What follows belongs to an exercise in optimizing a design on an open flow for small area and a short achievable clock period; a production flow would make more cautious choices. At most, simulation tests tie the RTL to the original design; equivalence was not proved. No activity file was given, so power comes from the tool's default toggle rates.

// CPU
module CPU(
input [15:0]i_datain,
input [15:0]d_datain,
input clock,
input reset,
input enable,
input start,
output [7:0]i_addr,
output [7:0]d_addr,
output [15:0]d_dataout,
output d_we
);
Size: roughly 1,200 cells after synthesis, about 270 flip-flops, roughly 69 I/O pins, ~0.015 mm^2 of cells after synthesis.
clock: 3.8 ns
lec_check: 0
cap_margin: 20
core_margin: 2
core_utilization: 40
cts_buf_list: sky130_fd_sc_hd__clkbuf_4 sky130_fd_sc_hd__clkbuf_8
setup_slack_margin: 1.0
slew_margin: 20
run.sh (not shown) runs the stock make flow with config.mk's settings and CLKGATE_MAP_FILE= SYNTH_SCRIPT=/design/flow/synth_recipe.tcl, a recipe that flattens the netlist after the stock synthesis.
The baseline completed with no timing, DRC or antenna violations.
Edit:
- CTS_BUF_LIST: sky130_fd_sc_hd__clkbuf_4 sky130_fd_sc_hd__clkbuf_8 -> sky130_fd_sc_hd__clkbuf_8
Effect: Worst hold slack barely changes. Sequential cell count stays the same. Synthesized area does not change.
Edit:
- CTS_BUF_LIST: sky130_fd_sc_hd__clkbuf_8 -> not set
Result:
- global-route usage went down by 0.30 points
- final cell count went down slightly
- combinational power is about the same
- hold slack improves by 0.054 ns
- clock skew went down by 0.022 ns
- setup slack degrades by 0.066 ns
No functional check of the RTL was part of any run of this note.

The RTL this note starts from:
==> flow/design.v <==
`timescale 1ns / 1ps
module CPU(
input [15:0]i_datain,
input [15:0]d_datain,
input clock,
input reset,
input enable,
input start,
output [7:0]i_addr,
output [7:0]d_addr,
output [15:0]d_dataout,
output d_we
);
reg        state;           
wire       run = state;
reg  [7:0] pc;
reg  [4:0] id_op;           
reg  [10:0] id_f;           
reg  [7:0] id_sa, id_sb;    
reg  [4:0] ex_op;           
reg  [2:0] ex_rd;
reg  [15:0] ex_g, ex_t;    
reg        ex_cin;
reg        ex_sra;
reg        ex_lo_lg, ex_hi_lg, ex_lo_sum, ex_hi_sum, ex_shl, ex_shr;    
reg  [7:0] ex_sd;           
reg  [15:0] m_c;
reg  [7:0] m_sd;
reg        m_we, m_take, m_wen, m_halt;    
reg        m_load;
reg  [2:0] m_rd;
reg  [15:0] w_c;
reg        w_wen, w_halt;                  
reg  [2:0] w_rd;
reg        zf, nf, cf;
reg  [15:0] gr [7:0];
integer k;
assign i_addr    = pc;
assign d_addr    = m_c[7:0];
assign d_we      = m_we;
assign d_dataout = {m_c[15:8], m_sd};
always @(posedge clock or negedge reset)
    if (!reset)
        state <= 1'b0;
    else if (state)
        state <= enable & ~w_halt;
    else
        state <= enable & start;
wire [4:0] f_op = i_datain[15:11];
wire f_user1 = (f_op == 5'b10000) || (f_op == 5'b01001) || (f_op == 5'b01011)
             || (f_op[4:3] == 2'b11);
wire f_store = (f_op == 5'b00011);
wire f_jump  = (f_op == 5'b11000);
reg  [7:0] gv;
wire [7:0] gvn = gv | ({8{w_wen}} & (8'd1 << w_rd));
wire [2:0] f_ia = f_user1 ? i_datain[10:8] : i_datain[6:4];
wire [2:0] f_ib = f_store ? i_datain[10:8] : i_datain[2:0];
always @(posedge clock or negedge reset)
    if (!reset) begin
        pc <= 8'd0;
        id_op <= 5'd0;
    end else if (run) begin
        pc <= m_take ? m_c[7:0] : pc + 8'd1;
        id_op <= f_op;
    end
always @(posedge clock)
    if (run) begin
        id_f <= i_datain[10:0];
        id_sa <= f_jump ? 8'd0 : (8'd1 << f_ia) & gvn;    
        id_sb <= (8'd1 << f_ib) & gvn;
    end
wire [7:0] selx = id_sa;
wire [7:0] sely = id_sb;
reg  [15:0] rx, ry;
always @(*) begin
    rx = 16'd0;
    ry = 16'd0;
    for (k = 0; k < 8; k = k + 1) begin
        rx = rx | (gr[k] & {16{selx[k]}});
        ry = ry | (gr[k] & {16{sely[k]}});
    end
end
wire [7:0]  imm8 = id_f[7:0];
wire d_jump  = (id_op == 5'b11000);
wire d_store = (id_op == 5'b00011);
wire d_shl   = (id_op[4:1] == 4'b0010);
wire d_val3  = (id_op[4:2] == 3'b001) || (id_op[4:1] == 4'b0001);   
wire d_imm   = (id_op == 5'b01001) || (id_op == 5'b01011) || (id_op[4:3] == 2'b11);
wire d_ldih  = (id_op == 5'b10000);
wire d_sub   = (id_op == 5'b01010) || (id_op == 5'b01011) || (id_op == 5'b10010)
             || (id_op == 5'b01100);
wire d_addc  = (id_op == 5'b10001);
wire d_logic = (id_op[4:2] == 3'b011);
wire d_shift = (id_op[4:2] == 3'b001);
wire d_subc  = (id_op == 5'b10010);
reg [15:0] d_a, d_b;
always @(*) begin
    for (k = 0; k < 16; k = k + 1)
        d_a[k] = d_shl ? rx[15-k] : rx[k];
    if (d_store) d_a[15:8] = 8'd0;
    if (d_shift)
        d_b = 16'd0;                         
    else if (d_val3)
        d_b = {(d_store ? ry[15:8] : 8'd0), 4'd0, id_f[3:0]};
    else if (d_imm)
        d_b = {8'd0, imm8};
    else if (d_ldih)
        d_b = {imm8, 8'd0};
    else
        d_b = ry;
    if (d_sub) d_b = ~d_b;
end
always @(posedge clock or negedge reset)
    if (!reset)
        ex_op <= 5'd0;
    else if (run)
        ex_op <= id_op;
always @(posedge clock)
    if (run) begin
        ex_rd <= id_f[10:8];
        ex_g <= d_a & d_b;
        ex_t <= d_a | d_b;
        ex_cin <= d_addc ? cf : d_subc ? ~cf : d_sub;
        ex_lo_lg  <= d_logic | d_jump;
        ex_hi_lg  <= d_logic | d_store;
        ex_lo_sum <= ~(d_logic | d_jump | d_shift);
        ex_hi_sum <= ~(d_logic | d_store | d_shift);
        ex_shl <= d_shl;
        ex_sra <= (id_op == 5'b00111);
        ex_shr <= d_shift & ~d_shl;
        ex_sd <= d_store ? ry[7:0] : d_shift ? {4'd1 << id_f[3:2], 4'd1 << id_f[1:0]}
               : {7'd0, d_addc & cf & (&ry)};
    end
wire [15:0] g = ex_g;
wire [15:0] t = ex_t;
reg  [15:0] gg, gt, tg, tt;
integer lv, j;
always @(*) begin
    gg = g;
    gt = t;
    for (lv = 0; lv < 4; lv = lv + 1) begin
        tg = gg;
        tt = gt;
        for (j = 0; j < 16; j = j + 1)
            if (j >= (1 << lv)) begin
                gg[j] = tg[j] | (tt[j] & tg[j - (1 << lv)]);
                gt[j] = tt[j] & tt[j - (1 << lv)];
            end
    end
end
wire [15:0] c    = {gg[14:0], 1'b0} | ({gt[14:0], 1'b1} & {16{ex_cin}});
wire [15:0] sum  = (t ^ c) ^ g;
wire        cout = gg[15] | (gt[15] & ex_cin);
wire        z = &(~((t ^ g) ^ {t[14:0], ex_cin}));
wire l_and = (ex_op[1:0] != 2'b11);        
wire l_xor = (ex_op[1:0] != 2'b01);        
wire [15:0] lg = (g & {16{l_and}}) | (t & ~g & {16{l_xor}});
wire [3:0]  am_lo = ex_sd[3:0];
wire [3:0]  am_hi = ex_sd[7:4];
wire        fill = ex_sra & t[15];
wire [31:0] sh0 = {{16{fill}}, t};
wire [27:0] sh1 = (sh0[27:0] & {28{am_lo[0]}}) | (sh0[28:1] & {28{am_lo[1]}})
                | (sh0[29:2] & {28{am_lo[2]}}) | (sh0[30:3] & {28{am_lo[3]}});
wire [15:0] y   = (sh1[15:0] & {16{am_hi[0]}}) | (sh1[19:4] & {16{am_hi[1]}})
                | (sh1[23:8] & {16{am_hi[2]}}) | (sh1[27:12] & {16{am_hi[3]}});
reg  [15:0] yr;
always @(*)
    for (k = 0; k < 16; k = k + 1)
        yr[k] = y[15-k];
wire e_store = (ex_op == 5'b00011);
wire [7:0] res_lo = (lg[7:0] & {8{ex_lo_lg}}) | (yr[7:0] & {8{ex_shl}})
                  | (y[7:0] & {8{ex_shr}}) | (sum[7:0] & {8{ex_lo_sum}});
wire [7:0] res_hi = (lg[15:8] & {8{ex_hi_lg}}) | (yr[15:8] & {8{ex_shl}})
                  | (y[15:8] & {8{ex_shr}}) | (sum[15:8] & {8{ex_hi_sum}});
wire e_zn = (ex_op == 5'b01000) || (ex_op == 5'b01001) || (ex_op == 5'b10001)
          || (ex_op == 5'b01010) || (ex_op == 5'b01011) || (ex_op == 5'b10010)
          || (ex_op == 5'b01100);
wire e_c  = (ex_op == 5'b01000) || (ex_op == 5'b01001) || (ex_op == 5'b10001);
wire kill = ex_sd[0];    
reg cond;
always @(*)
    case (ex_op[2:1])
        2'b00: cond = 1'b1;
        2'b01: cond = zf;
        2'b10: cond = nf;
        2'b11: cond = cf;
    endcase
wire e_take = (ex_op[4:3] == 2'b11) && ((ex_op[2:1] == 2'b00) || (cond ^ ex_op[0]));
wire e_wen = (ex_op == 5'b00010) || (ex_op == 5'b10000) || (ex_op == 5'b01000)
          || (ex_op == 5'b01001) || (ex_op == 5'b10001) || (ex_op == 5'b01010)
          || (ex_op == 5'b01011) || (ex_op == 5'b10010) || (ex_op == 5'b01101)
          || (ex_op == 5'b01110) || (ex_op == 5'b01111) || (ex_op[4:2] == 3'b001);
always @(posedge clock or negedge reset)
    if (!reset) begin
        zf <= 1'b0; nf <= 1'b0; cf <= 1'b0;
        m_we <= 1'b0; m_take <= 1'b0; m_wen <= 1'b0; m_halt <= 1'b0;
    end else if (run) begin
        if (e_zn) begin
            zf <= z;
            nf <= sum[15];
        end
        if (e_c)
            cf <= cout & ~kill;
        m_we <= e_store;
        m_take <= e_take;
        m_wen <= e_wen;
        m_halt <= (ex_op == 5'b00001);
    end
always @(posedge clock)
    if (run) begin
        m_c <= {res_hi, res_lo};
        m_sd <= ex_sd;
        m_load <= (ex_op == 5'b00010);
        m_rd <= ex_rd;
    end
always @(posedge clock or negedge reset)
    if (!reset) begin
        w_wen <= 1'b0; w_halt <= 1'b0;
    end else if (run) begin
        w_wen <= m_wen;
        w_halt <= m_halt;
    end
always @(posedge clock)
    if (run) begin
        w_c <= m_load ? d_datain : m_c;
        w_rd <= m_rd;
    end
always @(posedge clock or negedge reset)
    if (!reset)
        gv <= 8'd0;
    else if (run & w_wen)
        gv[w_rd] <= 1'b1;
always @(posedge clock)
    if (run & w_wen)
        gr[w_rd] <= w_c;
endmodule
export LEC_CHECK = 0
export CAP_MARGIN = 20
export CORE_MARGIN = 2
export CORE_UTILIZATION = 40
export CTS_CLUSTER_DIAMETER = 80
export CTS_CLUSTER_SIZE = 20
export SETUP_SLACK_MARGIN = 1.5
export SLEW_MARGIN = 20
create_clock -name core_clock -period 3.8 [get_ports {clock}]
standard.sh (not shown) runs the stock make flow with config.mk's settings and CLKGATE_MAP_FILE= SYNTH_SCRIPT=/design/flow/synth_recipe.tcl, a recipe that flattens the netlist after the stock synthesis.
==> flow/flow/run.sh <==
#!/bin/bash
# The standard flow (standard.sh), with one change: the buffers that the
# placement step puts on every input and output port are buf_1 cells
# instead of the cell buffer_ports picks by default.
set -euo pipefail
bash standard.sh synth > synth.log 2>&1
bash standard.sh "BUFFER_PORTS_ARGS=-buffer_cell sky130_fd_sc_hd__buf_1" finish > layout.log 2>&1
Edit:
- SETUP_SLACK_MARGIN: 1.5 -> 1.4
Result:
- The new run produced a clean layout
- utilization went down by 0.20 points
- cell area went down by 0.42%
- setup slack gets worse by 11 ps
- final cell count hardly moves
- maximum frequency went down by 0.46%
- clock skew is about the same
- worst hold slack is about the same
- non-clock buffer count went down by 1
- flip-flop and latch count stays the same
- wire length went down by 0.36%
- die area does not change
No functional check of the RTL was part of any run of this note.

Another version of the RTL of CPU (not shown whole).
For scale: ~69 I/O pins, about 14000 µm² of cells after synthesis.
clock: 3.8 ns
lec_check: 0
cap_margin: 20
core_margin: 2
core_utilization: 40
setup_slack_margin: 1.0
slew_margin: 20
run.sh (not shown) runs the stock make flow with config.mk's settings and CLKGATE_MAP_FILE= SYNTH_SCRIPT=/design/flow/synth_recipe.tcl, a recipe that flattens the netlist after the stock synthesis.
Stock flow here: none of the scripts above is used.
==> next run, changes <==
Settings changed: CTS_CLUSTER_DIAMETER set to 80, CTS_CLUSTER_SIZE set to 20, SETUP_SLACK_MARGIN 1.0 to 1.6.
Clock-buffer cell count goes down by 6.
Routed wire length goes up by 11%.
Register-to-register slack improved by 0.26 ns.
Power goes up by 0.96%.
==> next run, changes <==
Settings changed: CTS_CLUSTER_DIAMETER 80 to 100, CTS_CLUSTER_SIZE 20 to 30, SETUP_SLACK_MARGIN 1.6 to 1.0.
After rerunning: The new run completed without violations. Via count shrinks by roughly a tenth. Worst hold slack is worse by 0.059 ns. Total power falls by roughly a tenth. First-iteration DRC count came out lower by roughly a tenth. Fmax goes down by roughly a tenth.
==> next run, changes <==
Settings changed: CTS_CLUSTER_DIAMETER 100 to 80, CTS_CLUSTER_SIZE 30 to 20, SETUP_SLACK_MARGIN 1.0 to 1.3.
What happened: The new run produced a clean layout. Die area stays the same. Clock-buffer cell count increases by 7. Global-route usage increases by 0.34 points. Maximum frequency increases by about 5.5%. Hold slack improved by 0.057 ns.
==> next run, changes <==
==> flow/flow/run.sh (new file) <==
#!/bin/bash
# The standard flow (standard.sh), with one change: the buffers that the
# placement step puts on every input and output port are buf_1 cells
# instead of the cell buffer_ports picks by default.
set -euo pipefail
bash standard.sh synth > synth.log 2>&1
bash standard.sh "BUFFER_PORTS_ARGS=-buffer_cell sky130_fd_sc_hd__buf_1" finish > layout.log 2>&1
==> flow/standard.sh (new file) <==
#!/bin/bash
# synth_recipe.tcl (not shown) runs the flow's synth.tcl, then flattens the netlist and writes it again
# the make line also repeats each setting of config.mk as NAME=value (left out here)
make -C /OpenROAD-flow-scripts/flow DESIGN_CONFIG=/design/flow/config.mk WORK_HOME=/design/flow/orfs CLKGATE_MAP_FILE= SYNTH_SCRIPT=/design/flow/synth_recipe.tcl "${@:-finish}"
removed: flow/run.sh
What happened: The changed run finished with timing, DRC and antenna clean; sequential power is about the same; clock-buffer cell count shrinks by 4; power drops slightly; die area does not change; via count shrinks slightly; worst setup slack gets better by 0.087 ns; final area drops by a few percent.

## run 1
Another version of the RTL of CPU (not shown whole).
Size in the first run: roughly 1200 cells after synthesis, about 290 flip-flops, ~69 I/O pins, ~0.015 mm^2 of cells after synthesis.
==> flow/config.mk <==
export PLATFORM = sky130hd
export DESIGN_NAME = CPU
export DESIGN_NICKNAME = CPU
export VERILOG_FILES = /design/flow/design.v
export SDC_FILE = /design/flow/constraint.sdc
export NUM_CORES = 4
export LEC_CHECK = 0
export CAP_MARGIN = 20
export CORE_MARGIN = 2
export CORE_UTILIZATION = 40
export CTS_CLUSTER_DIAMETER = 90
export CTS_CLUSTER_SIZE = 25
export SETUP_SLACK_MARGIN = 1.5
export SLEW_MARGIN = 20
==> flow/constraint.sdc <==
create_clock -name core_clock -period 3.8 [get_ports {clock}]
set_input_delay 0.7600 -clock core_clock [delete_from_list [all_inputs] [get_ports {clock}]]
set_output_delay 0.7600 -clock core_clock [all_outputs]
set_load 0.01 [all_outputs]
standard.sh (not shown) runs the stock make flow with config.mk's settings and CLKGATE_MAP_FILE= SYNTH_SCRIPT=/design/flow/synth_recipe.tcl, a recipe that flattens the netlist after the stock synthesis.
==> flow/flow/run.sh <==
#!/bin/bash
# The standard flow (standard.sh), with one change: the buffers that the
# placement step puts on every input and output port are buf_1 cells
# instead of the cell buffer_ports picks by default.
set -euo pipefail
bash standard.sh synth > synth.log 2>&1
bash standard.sh "BUFFER_PORTS_ARGS=-buffer_cell sky130_fd_sc_hd__buf_1" finish > layout.log 2>&1
[inputs] run 3 vs run 1
# run 1
export LEC_CHECK = 0
export CAP_MARGIN = 20
export CORE_MARGIN = 2
export CORE_UTILIZATION = 40
export CTS_CLUSTER_DIAMETER = 90
export CTS_CLUSTER_SIZE = 25
export SETUP_SLACK_MARGIN = 1.5
export SLEW_MARGIN = 20
create_clock -name core_clock -period 3.8 [get_ports {clock}]
# run 3
export LEC_CHECK = 0
export CAP_MARGIN = 20
export CORE_MARGIN = 2
export CORE_UTILIZATION = 40
export CTS_CLUSTER_DIAMETER = 80
export CTS_CLUSTER_SIZE = 20
export SETUP_SLACK_MARGIN = 1.7
export SLEW_MARGIN = 20
create_clock -name core_clock -period 3.8 [get_ports {clock}]
Notes after the runs:
On number of cells after detailed placement, run 3 and run 1 are neck and neck.
Compared with run 1, run 3 shows final non-filler cell total that has gone up by a few percent.
Summary of run 3 over run 1: critical path data required time climbed 30 ps, setup slack shows an increase of 34 ps.
Run 1 -> run 3: number of logic inverters in the finished layout delta 0, exact match
Run 3 vs. run 1: total power consumption of the routed design climbed 6.8%, routed length on met2 climbed 5.7%.

==> what the ideal ports hide <==
Ports are ideal in the flow. The routed layouts listed here were re-timed in OpenROAD. Step 1: set_driving_cell puts a clkbuf_16 on clock and a buf_2 on each other input, an assumption about the parent block. Step 2 also shifts input and output timing later by t, the mid clock arrival at the registers, as if the neighbouring blocks saw the same clock. Three values: ideal ports, drivers, drivers and shift; two values: the first two.
run | shift t [ns] | setup slack, ns | worst register clock-pin slew, ns
the first run of note 1 | 0.657 | 1.058 / 1.058 / 1.058 | 0.08 / 0.08
the second run of note 1 | 0.653 | 1.030 / 1.030 / 1.030 | 0.07 / 0.07
the third run of note 1 | 0.627 | 0.963 / 0.963 / 0.963 | 0.07 / 0.07
the first run of note 2 | 0.577 | 1.493 / 1.493 / 1.353 | 0.09 / 0.09
the second run of note 2 | 0.577 | 1.483 / 1.483 / 1.347 | 0.09 / 0.09
the first run of note 3 | 0.633 | 1.093 / 1.093 / 1.093 | 0.06 / 0.06
the second run of note 3 | 0.580 | 1.356 / 1.356 / 1.283 | 0.09 / 0.09
the third run of note 3 | 0.561 | 1.088 / 1.088 / 1.088 | 0.12 / 0.12
the fourth run of note 3 | 0.580 | 1.230 / 1.230 / 1.230 | 0.09 / 0.09
the fifth run of note 3 | 0.556 | 1.318 / 1.318 / 1.318 | 0.09 / 0.09
run 1 | 0.561 | 1.489 / 1.489 / 1.489 | 0.11 / 0.11
run 3 | 0.587 | 1.523 / 1.523 / 1.456 | 0.09 / 0.09
After both steps setup and hold are still met in every run listed. The setup slack of the first run of note 2, which loses most, moves by 0.000 ns with the drivers and by -0.140 ns with both steps.
